This design comes from an exercise in tuning for small area, a short achievable clock period and few clock cycles on the open sky130 flow, not from production work. At most, simulation tests tie the RTL to the original design; equivalence was not proved. Power and IR drop assume default switching activity.

Setup of gamma:
==> flow/design.v <==
`timescale 1ns / 1ps
module top(clk,rst,imem_addr,imem_data,led,halted);
        input clk;
        input rst;
        output [0:7] imem_addr;
        input [0:31] imem_data;
        output [0:7] led;
        output halted;
        wire [31:0] ins = imem_data;
        wire [5:0] op  = ins[31:26];
        wire [4:0] rs  = ins[25:21];
        wire [4:0] rt  = ins[20:16];
        wire [4:0] rd  = ins[15:11];
        wire [7:0] imm = ins[7:0];
        wire [5:0] fn  = ins[5:0];
        reg  [7:0] R [0:31];
        reg  [7:0] pc;
        reg  [7:0] x_a, x_b;           
        reg  [7:0] x_alt;              
        reg  [4:0] x_dst;
        reg        x_we, x_lw, x_slt, x_w2, x_br, x_bne, x_pt, x_alt_end;
        reg        stop, hq;
        wire [7:0] sum = x_a + x_b;
        reg [7:0] rom;
        always @(*) begin
                case (sum)
                8'd0: rom = 8'b10011100;
                8'd1: rom = 8'b10001111;
                8'd2: rom = 8'b01110000;
                8'd3: rom = 8'b00111011;
                8'd4: rom = 8'b00100000;
                8'd5: rom = 8'b01010000;
                8'd6: rom = 8'b00000111;
                8'd7: rom = 8'b00001000;
                8'd8: rom = 8'b00001001;
                8'd9: rom = 8'b00001010;
                8'd10: rom = 8'b00000110;
                default: rom = 8'b00000000;
                endcase
        end
        wire lt = $signed(x_a) < $signed(x_b);
        wire [7:0] res = x_lw  ? rom :
                         x_slt ? {7'b0, lt} : sum;
        wire eq = (x_a == x_b);
        wire miss = x_br & (eq ^ x_bne ^ x_pt);
        wire d_lw   = op[5];                           
        wire d_addi = op[3];                           
        wire d_jal  = op[1] & ~op[5];                  
        wire d_br   = op[2];                           
        wire d_bne  = op[2] & op[0];                   
        wire d_r    = ~(op[5] | op[3] | op[2] | op[1]);  
        wire d_jr   = d_r & ~fn[5];                    
        wire d_slt  = d_r & fn[5] & fn[1];             
        wire d_we   = d_lw | d_addi | d_jal | (d_r & fn[5]);
        wire [4:0] d_dst = d_r ? rd : d_jal ? 5'd31 : rt;
        wire d_imm  = d_lw | d_addi;
        wire d_pt   = imm[7];                          
        wire fwd_a  = x_we & (x_dst == rs);
        wire fwd_b  = x_we & (x_dst == rt);
        wire fwd_31 = x_we & (x_dst == 5'd31);
        wire [7:0] rf_a = R[rs];
        wire [7:0] rf_b = R[rt];
        wire [7:0] d_a = fwd_a ? res : rf_a;
        wire [7:0] d_b = fwd_b ? res : rf_b;
        wire [7:0] r31 = fwd_31 ? res : R[31];
        wire [7:0] pc1 = pc + 8'd1;
        wire [7:0] pci = pc + imm;
        wire [7:0] npc = d_jr ? r31 : d_jal ? imm : (d_br & d_pt) ? pci : pc1;
        wire [7:0] alt = d_pt ? pc1 : pci;
        wire npc_end = d_jr ? (r31 >= 8'd14) : d_jal ? (imm >= 8'd14) :
                       (d_br & d_pt) ? (pci >= 8'd14) : (pc1 >= 8'd14);
        wire kill = rst | miss | stop;
        wire stop_n = rst ? 1'b0 : miss ? x_alt_end : stop ? 1'b1 : npc_end;
        wire br_n = ~kill & d_br;
        wire w2_n = ~kill & d_we & (d_dst == 5'd2);
        assign imem_addr = pc;
        assign halted = hq;
        assign led = R[2];
        always @(posedge clk) begin
                stop <= stop_n;
                hq   <= stop_n & ~br_n & ~w2_n;
                if (kill) begin
                        x_we  <= 1'b0;
                        x_lw  <= 1'b0;
                        x_slt <= 1'b0;
                        x_w2  <= 1'b0;
                        x_br  <= 1'b0;
                        if (rst) pc <= 8'd12;
                        else if (miss) pc <= x_alt;
                end
                else begin
                        x_we  <= d_we;
                        x_lw  <= d_lw;
                        x_slt <= d_slt;
                        x_w2  <= w2_n;
                        x_br  <= br_n;
                        pc    <= npc;
                end
                x_bne <= d_bne;
                x_pt  <= d_pt;
                x_alt <= alt;
                x_alt_end <= (alt >= 8'd14);
                x_dst <= d_dst;
                x_a   <= d_jal ? pc1 : d_a;
                x_b   <= d_imm ? imm : d_jal ? 8'd0 : d_b;
        end
        wire [7:0] wd = rst ? 8'd0 : res;
        genvar k;
        generate
                for (k = 0; k < 32; k = k + 1) begin : g_rf
                        always @(posedge clk)
                                if (rst | (x_we & (x_dst == k)))
                                        R[k] <= wd;
                end
        endgenerate
endmodule
==> flow/config.mk <==
export PLATFORM = sky130hd
export DESIGN_NAME = top
export DESIGN_NICKNAME = top
export VERILOG_FILES = /design/flow/design.v
export SDC_FILE = /design/flow/constraint.sdc
export NUM_CORES = 4
export LEC_CHECK = 0
export CAP_MARGIN = 10
export CORE_MARGIN = 2
export CORE_UTILIZATION = 40
export CTS_CLUSTER_DIAMETER = 80
export CTS_CLUSTER_SIZE = 20
export SETUP_SLACK_MARGIN = 4.0
export SLEW_MARGIN = 10
export BUFFER_PORTS_ARGS = -buffer_cell sky130_fd_sc_hd__buf_2
==> flow/constraint.sdc <==
create_clock -name core_clock -period 7.0 [get_ports {clk}]
set_input_delay 1.4000 -clock core_clock [delete_from_list [all_inputs] [get_ports {clk}]]
set_output_delay 1.4000 -clock core_clock [all_outputs]
set_load 0.01 [all_outputs]
standard.sh (not shown) runs the stock make flow with config.mk's settings and CLKGATE_MAP_FILE= SYNTH_SCRIPT=/design/flow/synth_recipe.tcl, a recipe that flattens the netlist after the stock synthesis.
==> flow/flow/run.sh <==
#!/bin/bash
# Standard layout (the standard.sh, standard synthesis), with the port
# buffers made of buf_2 cells instead of buffer_ports' default choice.
set -euo pipefail
echo 'export BUFFER_PORTS_ARGS = -buffer_cell sky130_fd_sc_hd__buf_2' >> config.mk
bash standard.sh > standard.log 2>&1
Edits applied to the flow inputs when going from gamma to epsilon:
-- flow/design.v --
<<< gamma, line 19
        reg  [7:0] x_alt;              
        reg  [4:0] x_dst;
        reg        x_we, x_lw, x_slt, x_w2, x_br, x_bne, x_pt, x_alt_end;
        reg        stop, hq;
        wire [7:0] sum = x_a + x_b;
        reg [7:0] rom;
>>> epsilon, line 19
        reg  [7:0] x_alt;              
        reg  [4:0] x_dst;
        reg        x_we, x_lw, x_slt, x_w2, x_br, x_bne, x_pt;
        wire [7:0] sum = x_a + x_b;
        reg [7:0] rom;
<<< gamma, line 44
        wire eq = (x_a == x_b);
        wire miss = x_br & (eq ^ x_bne ^ x_pt);
        wire d_lw   = op[5];                           
        wire d_addi = op[3];                           
>>> epsilon, line 43
        wire eq = (x_a == x_b);
        wire miss = x_br & (eq ^ x_bne ^ x_pt);
        wire stop = (pc >= 8'd14);
        wire d_lw   = op[5];                           
        wire d_addi = op[3];                           
<<< gamma, line 67
        wire [7:0] pci = pc + imm;
        wire [7:0] npc = d_jr ? r31 : d_jal ? imm : (d_br & d_pt) ? pci : pc1;
        wire [7:0] alt = d_pt ? pc1 : pci;
        wire npc_end = d_jr ? (r31 >= 8'd14) : d_jal ? (imm >= 8'd14) :
                       (d_br & d_pt) ? (pci >= 8'd14) : (pc1 >= 8'd14);
        wire kill = rst | miss | stop;
        wire stop_n = rst ? 1'b0 : miss ? x_alt_end : stop ? 1'b1 : npc_end;
        wire br_n = ~kill & d_br;
        wire w2_n = ~kill & d_we & (d_dst == 5'd2);
        assign imem_addr = pc;
        assign halted = hq;
        assign led = R[2];
        always @(posedge clk) begin
                stop <= stop_n;
                hq   <= stop_n & ~br_n & ~w2_n;
                if (kill) begin
                        x_we  <= 1'b0;
                        x_lw  <= 1'b0;
>>> epsilon, line 67
        wire [7:0] pci = pc + imm;
        wire [7:0] npc = d_jr ? r31 : d_jal ? imm : (d_br & d_pt) ? pci : pc1;
        assign imem_addr = pc;
        assign halted = stop & ~x_br & ~x_w2;
        assign led = R[2];
        always @(posedge clk) begin
                if (rst | miss | stop) begin
                        x_we  <= 1'b0;
                        x_lw  <= 1'b0;
<<< gamma, line 88
                        if (rst) pc <= 8'd12;
                        else if (miss) pc <= x_alt;
                end
                else begin
>>> epsilon, line 79
                        if (rst) pc <= 8'd12;
                        else if (miss) pc <= x_alt;
                        else pc <= 8'd255;
                end
                else begin
<<< gamma, line 93
                        x_lw  <= d_lw;
                        x_slt <= d_slt;
                        x_w2  <= w2_n;
                        x_br  <= br_n;
                        pc    <= npc;
                end
                x_bne <= d_bne;
                x_pt  <= d_pt;
                x_alt <= alt;
                x_alt_end <= (alt >= 8'd14);
                x_dst <= d_dst;
                x_a   <= d_jal ? pc1 : d_a;
>>> epsilon, line 85
                        x_lw  <= d_lw;
                        x_slt <= d_slt;
                        x_w2  <= d_we & (d_dst == 5'd2);
                        x_br  <= d_br;
                        pc    <= npc;
                end
                x_bne <= d_bne;
                x_pt  <= d_pt;
                x_alt <= d_pt ? pc1 : pci;
                x_dst <= d_dst;
                x_a   <= d_jal ? pc1 : d_a;
- Sequential share of layout area ended up 1.2 points higher on epsilon than on gamma.
- Compared with gamma, epsilon degrades global-route wire length before repair.
- Starting DRC count in detailed routing, epsilon and gamma: smaller value in gamma
- Cmp epsilon and gamma / setup slack / higher: epsilon
- Per the comparison of epsilon with gamma, highest cell delay on the worst timing path fell by 0.03 ns, post-synthesis cell area rose by 1.6%, fmax rose by 1.6%, number of diodes added for antenna fixing fell by 3, power consumption fell by 10%.
- On adder-cell share of the synthesized area, gamma tracks epsilon almost exactly.
- Between epsilon and gamma, length of routed wiring on met1 is higher for epsilon, gamma comes in under that.
- epsilon vs. gamma: register area lost 120 um^2, worst setup timing slack at the placement stage lost 0.29 ns, number of clock buffers in the layout picked up an extra 4.
Function was not checked in any run of this note: the RTL went through the layout flow alone.

---

Setup of exp/amber:
RTL: the design.v shown in full above, as it stands there.
clock: 7.0 ns
lec_check: 0
cap_margin: 20
core_margin: 2
core_utilization: 40
setup_slack_margin: 4.0
slew_margin: 20
run.sh (not shown) runs the stock make flow with config.mk's settings and CLKGATE_MAP_FILE= SYNTH_SCRIPT=/design/flow/synth_recipe.tcl, a recipe that flattens the netlist after the stock synthesis.
Stock flow here: none of the scripts above is used.
Input-level comparison between exp/quartz and exp/amber:
--- a/flow/design.v
+++ b/flow/design.v
@@ -17,10 +17,9 @@
         reg  [7:0] pc;
         reg  [7:0] x_a, x_b;           
         reg  [7:0] x_alt;              
         reg  [4:0] x_dst;
-        reg        x_we, x_lw, x_slt, x_w2, x_br, x_bne, x_pt, x_alt_end;
-        reg        stop, hq;
+        reg        x_we, x_lw, x_slt, x_w2, x_br, x_bne, x_pt;
         wire [7:0] sum = x_a + x_b;
         reg [7:0] rom;
         always @(*) begin
                 case (sum)
@@ -42,8 +41,9 @@
         wire [7:0] res = x_lw  ? rom :
                          x_slt ? {7'b0, lt} : sum;
         wire eq = (x_a == x_b);
         wire miss = x_br & (eq ^ x_bne ^ x_pt);
+        wire stop = (pc >= 8'd14);
         wire d_lw   = op[5];                           
         wire d_addi = op[3];                           
         wire d_jal  = op[1] & ~op[5];                  
         wire d_br   = op[2];                           
@@ -65,22 +65,13 @@
         wire [7:0] r31 = fwd_31 ? res : R[31];
         wire [7:0] pc1 = pc + 8'd1;
         wire [7:0] pci = pc + imm;
         wire [7:0] npc = d_jr ? r31 : d_jal ? imm : (d_br & d_pt) ? pci : pc1;
-        wire [7:0] alt = d_pt ? pc1 : pci;
-        wire npc_end = d_jr ? (r31 >= 8'd14) : d_jal ? (imm >= 8'd14) :
-                       (d_br & d_pt) ? (pci >= 8'd14) : (pc1 >= 8'd14);
-        wire kill = rst | miss | stop;
-        wire stop_n = rst ? 1'b0 : miss ? x_alt_end : stop ? 1'b1 : npc_end;
-        wire br_n = ~kill & d_br;
-        wire w2_n = ~kill & d_we & (d_dst == 5'd2);
         assign imem_addr = pc;
-        assign halted = hq;
+        assign halted = stop & ~x_br & ~x_w2;
         assign led = R[2];
         always @(posedge clk) begin
-                stop <= stop_n;
-                hq   <= stop_n & ~br_n & ~w2_n;
-                if (kill) begin
+                if (rst | miss | stop) begin
                         x_we  <= 1'b0;
                         x_lw  <= 1'b0;
                         x_slt <= 1'b0;
                         x_w2  <= 1'b0;
@@ -91,16 +82,15 @@
                 else begin
                         x_we  <= d_we;
                         x_lw  <= d_lw;
                         x_slt <= d_slt;
-                        x_w2  <= w2_n;
-                        x_br  <= br_n;
+                        x_w2  <= d_we & (d_dst == 5'd2);
+                        x_br  <= d_br;
                         pc    <= npc;
                 end
                 x_bne <= d_bne;
                 x_pt  <= d_pt;
-                x_alt <= alt;
-                x_alt_end <= (alt >= 8'd14);
+                x_alt <= d_pt ? pc1 : pci;
                 x_dst <= d_dst;
                 x_a   <= d_jal ? pc1 : d_a;
                 x_b   <= d_imm ? imm : d_jal ? 8'd0 : d_b;
         end
### Flow results
- Sequential share of cell area ended up 1.6 points higher on exp/quartz than on exp/amber.
- Diff exp/amber -> exp/quartz | via count | up slightly
- Changes observed in exp/quartz relative to exp/amber: number of different library cells in the post-synthesis netlist decreased about 9%, net count of the mapped netlist saw an increase, boundary pin count stayed essentially flat, final area dropped 820 µm².
- Headroom to the max-slew limit, exp/amber and exp/quartz: larger value in exp/amber
- Worst hold slack (lower): exp/amber
- Of exp/amber and exp/quartz, the higher clock-buffer cell count belongs to exp/amber.
- From exp/amber to exp/quartz the numbers moved as follows: combinational power lost about 6%; part of the power in combinational logic decreased by 1.8 points relative to the old numbers; effective utilization at floorplan climbed 0.40 points; non-clock buffer count fell 8; clock group share of total power down 0.4 points.
Testbench counts of exp/quartz, summed over its fixed seeds: cycles 53,224.
The RTL of exp/amber was laid out without a check of its function.

-- port drivers added, routing unchanged --
How much do the figures lean on ideal ports? The routed layouts below were timed once more, with nothing changed but the port constraints. Step 1 (the two cells are an assumption about what drives the block):
set clk [get_ports {clk}]
set_driving_cell -lib_cell sky130_fd_sc_hd__clkbuf_16 $clk
set_driving_cell -lib_cell sky130_fd_sc_hd__buf_2 [delete_from_list [all_inputs] $clk]
Step 2, shift: input delay + t, output delay - t, t = (earliest + latest rising clock arrival at the registers) / 2. This alone moves slack from input paths to output paths. Three values: ideal, step 1, step 2; two values: the first two.
run | t (ns) | slack for setup (ns) | clock arrival spread, ns | worst data-port slew with drivers (ns) | cell pins on the clock port's net
gamma | 0.607 | 3.872 / 3.837 / 3.230 | 0.039 / 0.038 | 0.19 | 1
epsilon | 0.613 | 3.922 / 3.892 / 3.281 | 0.027 / 0.027 | 0.20 | 1
exp/amber | 0.591 | 3.851 / 3.800 / 3.208 | 0.025 / 0.025 | 0.13 | 1
exp/quartz | 0.589 | 3.936 / 3.890 / 3.361 | 0.021 / 0.021 | 0.06 | 1
After both steps setup and hold are still met in every run listed. For exp/amber, which loses most, drivers alone change the setup slack by -0.051 ns; drivers and shift together by -0.643 ns.
